Background: an optimization exercise with open tools, aiming at small area. Do not read the settings as production practice.
Where RTL was checked, it was by simulation tests only, not by an equivalence proof against the original.
Power figures rest on the tool's default switching activity, not on a simulated workload.

==> flow/design.v <==
module mvm_uart_system (
    input  logic clk,
    input  logic rstn,
    input  logic rx,
    output logic tx
);
    localparam logic [1:0] M_RXK = 2'd0, M_RXX = 2'd1, M_CMP = 2'd2, M_TX = 2'd3;
    logic [1:0] mode;
    logic [3:0] ph;      
    logic [7:0] cnt;     
    logic [1:0] bj;      
    logic [2:0] c;       
    logic [2:0] r;       
    wire rx_mode  = ~mode[1];
    wire xp       = (mode == M_RXX);
    wire cmp_mode = (mode == M_CMP);
    wire tx_mode  = (mode == M_TX);
    wire cnt_zero = (cnt == 8'd0);
    wire [3:0] bitn = cnt[7:4];
    wire go = rx_mode  ? ~rx :
              cmp_mode ? ((ph[2:0] == 3'd0) & (ph[3] == r[0])) :
                         1'b1;
    wire last = (cnt[3:0] == 4'd15) &
                (bitn == (rx_mode ? 4'd8 : cmp_mode ? 4'd2 : 4'd9));
    wire rx_data = rx_mode & (bitn != 4'd0);
    wire rx_adv  = rx_data & (cnt[3:0] == 4'd15);
    wire wbase   = rx_data & (ph[2:0] == c);
    always_ff @(posedge clk or negedge rstn) begin
        if (!rstn) begin
            ph <= '0;
        end else begin
            ph <= ph + 4'd1;
        end
    end
    always_ff @(posedge clk or negedge rstn) begin
        if (!rstn) begin
            mode <= M_RXK;
            cnt  <= '0;
            bj   <= '0;
            c    <= '0;
            r    <= '0;
        end else begin
            if ((cnt_zero & ~go) | last)
                cnt <= '0;
            else
                cnt <= cnt + 8'd1;
            if (rx_adv) begin
                if (!xp) begin
                    if (bj == 2'd2) begin
                        bj <= '0;
                        c  <= c + 3'd1;
                        if (c == 3'd7) begin
                            r <= r + 3'd1;
                            if (r == 3'd7) mode <= M_RXX;
                        end
                    end else begin
                        bj <= bj + 2'd1;
                    end
                end else begin
                    bj <= bj + 2'd1;
                    if (bj == 2'd3) begin
                        c <= c + 3'd1;
                        if (c == 3'd7) mode <= M_CMP;
                    end
                end
            end
            if (cmp_mode & last)
                mode <= M_TX;
            if (tx_mode & last) begin
                bj <= bj + 2'd1;
                if (bj == 2'd3) begin
                    r    <= r + 3'd1;
                    mode <= (r == 3'd7) ? M_RXK : M_CMP;
                end
            end
        end
    end
    logic [15:0] kl [12];
    logic [7:0]  xl [4];
    logic [11:0] ktail;
    logic [3:0]  xc;
    genvar g;
    for (g = 0; g < 12; g++) begin : g_kloop
        wire we = wbase & ~xp & (ph[3] == r[0]) &
                  (r[2:1] == 2'(g / 3)) & (bj == 2'(g % 3));
        always_ff @(posedge clk)
            kl[g] <= {kl[g][14:0], we ? rx : kl[g][15]};
        assign ktail[g] = kl[g][15];
    end
    for (g = 0; g < 4; g++) begin : g_xloop
        wire we = wbase & xp & (bj == 2'(g));
        always_ff @(posedge clk)
            xl[g] <= {xl[g][6:0], we ? rx : xl[g][7]};
        assign xc[g] = xl[g][7];
    end
    logic [9:0] R;
    logic [2:0] krow;
    always_comb
        case (r[2:1])
            2'd0: krow = ktail[2:0];
            2'd1: krow = ktail[5:3];
            2'd2: krow = ktail[8:6];
            default: krow = ktail[11:9];
        endcase
    wire k      = cnt[5] ? krow[2] : cnt[4] ? krow[1] : krow[0];
    wire acc    = cmp_mode & ~cnt[3] & k;
    wire neg    = cnt[5];
    wire [3:0] op  = acc ? (xc ^ {4{neg}}) : 4'd0;
    wire       cin = acc & neg;
    wire [7:0] cin_v = cmp_mode & cnt_zero ? 8'd0 : R[9:2];
    wire [7:0] opx = {{4{op[3]}}, op};
    logic [8:0] cy;
    logic [7:0] sum;
    assign cy[0] = cin;
    for (genvar i = 0; i < 8; i++) begin : g_fa
        assign sum[i]  = cin_v[i] ^ opx[i] ^ cy[i];
        assign cy[i+1] = (cin_v[i] & opx[i]) | (cin_v[i] & cy[i]) | (opx[i] & cy[i]);
    end
    wire shift = (cmp_mode & (cnt[3:0] == 4'd8) & ~cnt[5]) |
                 (tx_mode & (cnt[3:0] == 4'd15) & (bitn != 4'd0) & (bitn != 4'd9));
    always_ff @(posedge clk) begin
        if (shift)
            R <= {R[9], R[9:1]};
        else
            R <= {sum, R[1:0]};
    end
    assign tx = ~tx_mode | (bitn == 4'd9) | ((bitn != 4'd0) & R[0]);
endmodule
export LEC_CHECK = 0
export CAP_MARGIN = 20
export CORE_MARGIN = 2
export CORE_UTILIZATION = 60
export SLEW_MARGIN = 20
create_clock -name core_clock -period 10.0 [get_ports {clk}]
standard.sh (not shown) runs the stock make flow with config.mk's settings and CLKGATE_MAP_FILE= SYNTH_SCRIPT=/design/flow/synth_recipe.tcl, a recipe that flattens the netlist after the stock synthesis.
==> flow/flow/run.sh <==
#!/bin/bash
# Own layout flow: the standard ORFS flow (standard.sh) with two changes:
#  - Yosys's technology mapping uses an area-oriented ABC script (flow/abc_area.script)
#    in place of ORFS's speed script; registers and names are untouched.
#  - clock tree synthesis uses mid-size clock buffers and no dummy loads.
# Each tool's full output goes to logs in this folder (standard.log, and ORFS's own
# per-step logs under orfs/logs/).
set -euo pipefail
W=$PWD
S=$W/scripts_area
rm -rf "$S"
cp -r "$FLOW_HOME/scripts" "$S"
cp "$W/flow/abc_area.script" "$S/abc_speed.script"
CTS=$(cat "$W/flow/cts_args")
bash "$W/standard.sh" "SCRIPTS_DIR=$S" "CTS_ARGS=$CTS" finish > "$W/standard.log" 2>&1
==> flow/flow/abc_area.script <==
&get -n
&st
&deepsyn -T 30
&dch
&nf -R 1000
&put
topo
dnsize -c
==> flow/flow/cts_args <==
-sink_clustering_enable -repair_clock_nets -dont_use_dummy_load -buf_list sky130_fd_sc_hd__clkbuf_8 -sink_clustering_size 22 -sink_clustering_max_diameter 80
==> next run, changes <==
--- a/flow/design.v
+++ b/flow/design.v
@@ -22,5 +22,5 @@
                          1'b1;
     wire last = (cnt[3:0] == 4'd15) &
-                (bitn == (rx_mode ? 4'd8 : cmp_mode ? 4'd2 : 4'd9));
+                (bitn == (rx_mode ? 4'd8 : cmp_mode ? 4'd3 : 4'd9));
     wire rx_data = rx_mode & (bitn != 4'd0);
     wire rx_adv  = rx_data & (cnt[3:0] == 4'd15);
@@ -103,10 +103,11 @@
             default: krow = ktail[11:9];
         endcase
-    wire k      = cnt[5] ? krow[2] : cnt[4] ? krow[1] : krow[0];
+    wire zfill  = cmp_mode & (cnt[5:4] == 2'd0);
+    wire k      = cnt[5] ? (cnt[4] ? krow[2] : krow[1]) : krow[0];
     wire acc    = cmp_mode & ~cnt[3] & k;
-    wire neg    = cnt[5];
+    wire neg    = cnt[5] & cnt[4];
     wire [3:0] op  = acc ? (xc ^ {4{neg}}) : 4'd0;
     wire       cin = acc & neg;
-    wire [7:0] cin_v = cmp_mode & cnt_zero ? 8'd0 : R[9:2];
+    wire [7:0] cin_v = R[9:2];
     wire [7:0] opx = {{4{op[3]}}, op};
     logic [8:0] cy;
@@ -117,9 +118,11 @@
         assign cy[i+1] = (cin_v[i] & opx[i]) | (cin_v[i] & cy[i]) | (opx[i] & cy[i]);
     end
-    wire shift = (cmp_mode & (cnt[3:0] == 4'd8) & ~cnt[5]) |
-                 (tx_mode & (cnt[3:0] == 4'd15) & (bitn != 4'd0) & (bitn != 4'd9));
+    wire shift = zfill |
+                 ((cnt[3:0] == 4'd15) &
+                  ((cmp_mode & (cnt[5] ^ cnt[4])) |
+                   (tx_mode & (bitn != 4'd0) & (bitn != 4'd9))));
     always_ff @(posedge clk) begin
         if (shift)
-            R <= {R[9], R[9:1]};
+            R <= {R[9] & ~zfill, R[9:1]};
         else
             R <= {sum, R[1:0]};
=> The new run produced a clean layout. Synthesized area is about the same. Hold slack improves by 0.012 ns. Worst setup slack is worse by 0.30 ns. Via count is unchanged. Routed wire length came out lower slightly. Design area barely changes. Count of clock-buffer cells in the layout stays the same. Global-route usage barely changes.

mvm_uart_system, a different RTL version from the one above (not shown whole).
Size in the first run: about 4 I/O pins, about 0.0065 mm2 of cells after synthesis.
// mvm_uart_system
module mvm_uart_system (
    input  logic clk,
    input  logic rstn,
    input  logic rx,
    output logic tx
);
==> module mvm_uart_system, before the edit <==
module mvm_uart_system (
    input  logic clk,
    input  logic rstn,
    input  logic rx,
    output logic tx
);
    localparam logic [1:0] M_RXK = 2'd0, M_RXX = 2'd1, M_CMP = 2'd2, M_TX = 2'd3;
    logic [1:0] mode;
    logic [3:0] ph;      
    logic [7:0] cnt;     
    logic [1:0] bj;      
    logic [2:0] c;       
    logic [2:0] r;       
    wire rx_mode  = ~mode[1];
    wire xp       = (mode == M_RXX);
    wire cmp_mode = (mode == M_CMP);
    wire tx_mode  = (mode == M_TX);
    wire cnt_zero = (cnt == 8'd0);
    wire [3:0] bitn = cnt[7:4];
    wire go = rx_mode  ? ~rx :
              cmp_mode ? ((ph[2:0] == 3'd0) & (ph[3] == r[0])) :
                         1'b1;
    wire last = (cnt[3:0] == 4'd15) &
                (bitn == (rx_mode ? 4'd8 : cmp_mode ? 4'd3 : 4'd9));
    wire rx_data = rx_mode & (bitn != 4'd0);
    wire rx_adv  = rx_data & (cnt[3:0] == 4'd15);
    wire tx_end  = tx_mode & last;
    wire bj_step = rx_adv | tx_end;
    wire bj_wrap = (bj == 2'd3) | (~xp & ~tx_mode & (bj == 2'd2));
    wire c_step  = rx_adv & bj_wrap;
    wire r_step  = (c_step & ~xp & (c == 3'd7)) | (tx_end & (bj == 2'd3));
    wire wbase   = rx_data & (ph[2:0] == c);
    always_ff @(posedge clk or negedge rstn) begin
        if (!rstn) begin
            ph <= '0;
        end else begin
            ph <= ph + 4'd1;
        end
    end
    always_ff @(posedge clk or negedge rstn) begin
        if (!rstn) begin
            mode <= M_RXK;
            cnt  <= '0;
            bj   <= '0;
            c    <= '0;
            r    <= '0;
        end else begin
            cnt[7:4] <= last ? 4'd0 : cnt[7:4] + {3'd0, cnt[3:0] == 4'd15};
            cnt[3:0] <= {cnt[3:1] + {2'd0, cnt[0]}, ~cnt[0] & ~(cnt_zero & ~go)};
            if (bj_step) bj <= bj_wrap ? 2'd0 : bj + 2'd1;
            if (c_step)  c  <= c + 3'd1;
            if (r_step)  r  <= r + 3'd1;
            if (c_step & (c == 3'd7) & (xp | (r == 3'd7)))
                mode <= xp ? M_CMP : M_RXX;
            if (last & cmp_mode)
                mode <= M_TX;
            if (r_step & tx_mode)
                mode <= (r == 3'd7) ? M_RXK : M_CMP;
        end
    end
    logic [15:0] kl [12];
    logic [7:0]  xl [4];
    logic [11:0] ktail;
    logic [3:0]  xc;
    genvar g;
    for (g = 0; g < 12; g++) begin : g_kloop
        wire we = wbase & ~xp & (ph[3] == r[0]) &
                  (r[2:1] == 2'(g / 3)) & (bj == 2'(g % 3));
        always_ff @(posedge clk)
            kl[g] <= {kl[g][14:0], we ? rx : kl[g][15]};
        assign ktail[g] = kl[g][15];
    end
    for (g = 0; g < 4; g++) begin : g_xloop
        wire we = wbase & xp & (bj == 2'(g));
        always_ff @(posedge clk)
            xl[g] <= {xl[g][6:0], we ? rx : xl[g][7]};
        assign xc[g] = xl[g][7];
    end
    logic [9:0] R;
    logic [2:0] krow;
    always_comb
        case (r[2:1])
            2'd0: krow = ktail[2:0];
            2'd1: krow = ktail[5:3];
            2'd2: krow = ktail[8:6];
            default: krow = ktail[11:9];
        endcase
    wire zfill  = cmp_mode & (cnt[5:4] == 2'd0);
    wire k      = cnt[5] ? (cnt[4] ? krow[2] : krow[1]) : krow[0];
    wire acc    = cmp_mode & ~cnt[3] & k;
    wire neg    = cnt[5] & cnt[4];
    wire [3:0] op  = acc ? (xc ^ {4{neg}}) : 4'd0;
    wire       cin = acc & neg;
    wire [7:0] cin_v = R[9:2];
    wire [7:0] opx = {{4{op[3]}}, op};
    logic [8:0] cy;
    logic [7:0] sum;
    assign cy[0] = cin;
    for (genvar i = 0; i < 8; i++) begin : g_fa
        assign sum[i]  = cin_v[i] ^ opx[i] ^ cy[i];
        assign cy[i+1] = (cin_v[i] & opx[i]) | (cin_v[i] & cy[i]) | (opx[i] & cy[i]);
    end
    wire shift = zfill |
                 ((cnt[3:0] == 4'd15) &
                  ((cmp_mode & (cnt[5] ^ cnt[4])) |
                   (tx_mode & (bitn != 4'd0) & (bitn != 4'd9))));
    always_ff @(posedge clk) begin
        if (shift)
            R <= {R[9] & ~zfill, R[9:1]};
        else
            R <= {sum, R[1:0]};
    end
    assign tx = ~tx_mode | (bitn == 4'd9) | ((bitn != 4'd0) & R[0]);
endmodule
export LEC_CHECK = 0
export CAP_MARGIN = 20
export CORE_MARGIN = 2
export CORE_UTILIZATION = 60
export SLEW_MARGIN = 20
create_clock -name core_clock -period 10.0 [get_ports {clk}]
==> flow/flow/cts_args <==
-sink_clustering_enable -repair_clock_nets -dont_use_dummy_load -buf_list sky130_fd_sc_hd__clkbuf_8 -sink_clustering_size 21 -sink_clustering_max_diameter 70
Scripts as last shown in full above: flow/flow/run.sh, flow/flow/abc_area.script
The baseline ran to the end with no violations.
Then changed:
--- a/flow/design.v
+++ b/flow/design.v
@@ -21,7 +21,7 @@
               cmp_mode ? ((ph[2:0] == 3'd0) & (ph[3] == r[0])) :
                          1'b1;
     wire last = (cnt[3:0] == 4'd15) &
-                (bitn == (rx_mode ? 4'd8 : cmp_mode ? 4'd3 : 4'd9));
+                (bitn == (rx_mode ? 4'd8 : cmp_mode ? 4'd4 : 4'd9));
     wire rx_data = rx_mode & (bitn != 4'd0);
     wire rx_adv  = rx_data & (cnt[3:0] == 4'd15);
     wire tx_end  = tx_mode & last;
@@ -77,7 +77,7 @@
         assign xc[g] = xl[g][7];
     end
     logic [9:0] R;
-    logic [2:0] krow;
+    logic [2:0] krow;    
     always_comb
         case (r[2:1])
             2'd0: krow = ktail[2:0];
@@ -85,30 +85,30 @@
             2'd2: krow = ktail[8:6];
             default: krow = ktail[11:9];
         endcase
-    wire zfill  = cmp_mode & (cnt[5:4] == 2'd0);
-    wire k      = cnt[5] ? (cnt[4] ? krow[2] : krow[1]) : krow[0];
-    wire acc    = cmp_mode & ~cnt[3] & k;
-    wire neg    = cnt[5] & cnt[4];
-    wire [3:0] op  = acc ? (xc ^ {4{neg}}) : 4'd0;
+    wire zfill  = cmp_mode & (bitn == 4'd0);
+    wire [1:0] j = {bitn[2] | (bitn[1] & bitn[0]), ~bitn[0]};
+    wire x      = xc[j];
+    wire acc    = cmp_mode & ~cnt[3] & x;
+    wire neg    = bitn[2];
+    wire [2:0] op  = acc ? (krow ^ {3{neg}}) : 3'd0;
     wire       cin = acc & neg;
-    wire [7:0] cin_v = R[9:2];
-    wire [7:0] opx = {{4{op[3]}}, op};
-    logic [8:0] cy;
-    logic [7:0] sum;
+    wire [6:0] opx = {{4{op[2]}}, op};
+    logic [7:0] cy;
+    logic [6:0] sum;
     assign cy[0] = cin;
-    for (genvar i = 0; i < 8; i++) begin : g_fa
-        assign sum[i]  = cin_v[i] ^ opx[i] ^ cy[i];
-        assign cy[i+1] = (cin_v[i] & opx[i]) | (cin_v[i] & cy[i]) | (opx[i] & cy[i]);
+    for (genvar i = 0; i < 7; i++) begin : g_fa
+        assign sum[i]  = R[i+3] ^ opx[i] ^ cy[i];
+        assign cy[i+1] = (R[i+3] & opx[i]) | (R[i+3] & cy[i]) | (opx[i] & cy[i]);
     end
     wire shift = zfill |
                  ((cnt[3:0] == 4'd15) &
-                  ((cmp_mode & (cnt[5] ^ cnt[4])) |
+                  ((cmp_mode & ~bitn[2]) |
                    (tx_mode & (bitn != 4'd0) & (bitn != 4'd9))));
     always_ff @(posedge clk) begin
         if (shift)
             R <= {R[9] & ~zfill, R[9:1]};
         else
-            R <= {sum, R[1:0]};
+            R <= {sum, R[2:0]};
     end
     assign tx = ~tx_mode | (bitn == 4'd9) | ((bitn != 4'd0) & R[0]);
 endmodule
After rerunning:
- The changed run finished clean
- global-route usage drops by 0.29 points
- via count drops by a few percent
- power is about the same
- sequential share of layout area climbs by 0.46 points
- routed wire length drops by a few percent
- worst setup slack is better by 0.96 ns
Function not checked in the first run of this note: the RTL went through the layout flow alone.

[separate check: timing with driven ports]
No port has a modelled driver above. Below, the same layouts with a new extraction and two added sets of constraints.
Step 1 assumes that a clkbuf_16 drives the clock port and a buf_2 every other input.
Step 2, shift: input delay + t, output delay - t, t = (earliest + latest rising clock arrival at the registers) / 2. This alone moves slack from input paths to output paths.
Three values: no drivers, after step 1, after step 2; two values: the first two.
| run | shift t [ns] | setup slack, ns | worst setup path after step 2 | clock arrival spread, ns | worst register clock-pin slew, ns |
|---|---|---|---|---|---|
| the first run of note 1 | 0.522 | 5.168 / 5.168 / 5.168 | register to register | 0.035 / 0.035 | 0.12 / 0.12 |
| the second run of note 1 | 0.505 | 4.873 / 4.873 / 4.873 | register to register | 0.030 / 0.030 | 0.12 / 0.12 |
| the first run of note 2 | 0.503 | 4.831 / 4.831 / 4.831 | register to register | 0.024 / 0.024 | 0.12 / 0.12 |
| the second run of note 2 | 0.504 | 5.791 / 5.791 / 5.791 | register to register | 0.067 / 0.066 | 0.11 / 0.11 |
After both steps every run listed still meets setup and hold.
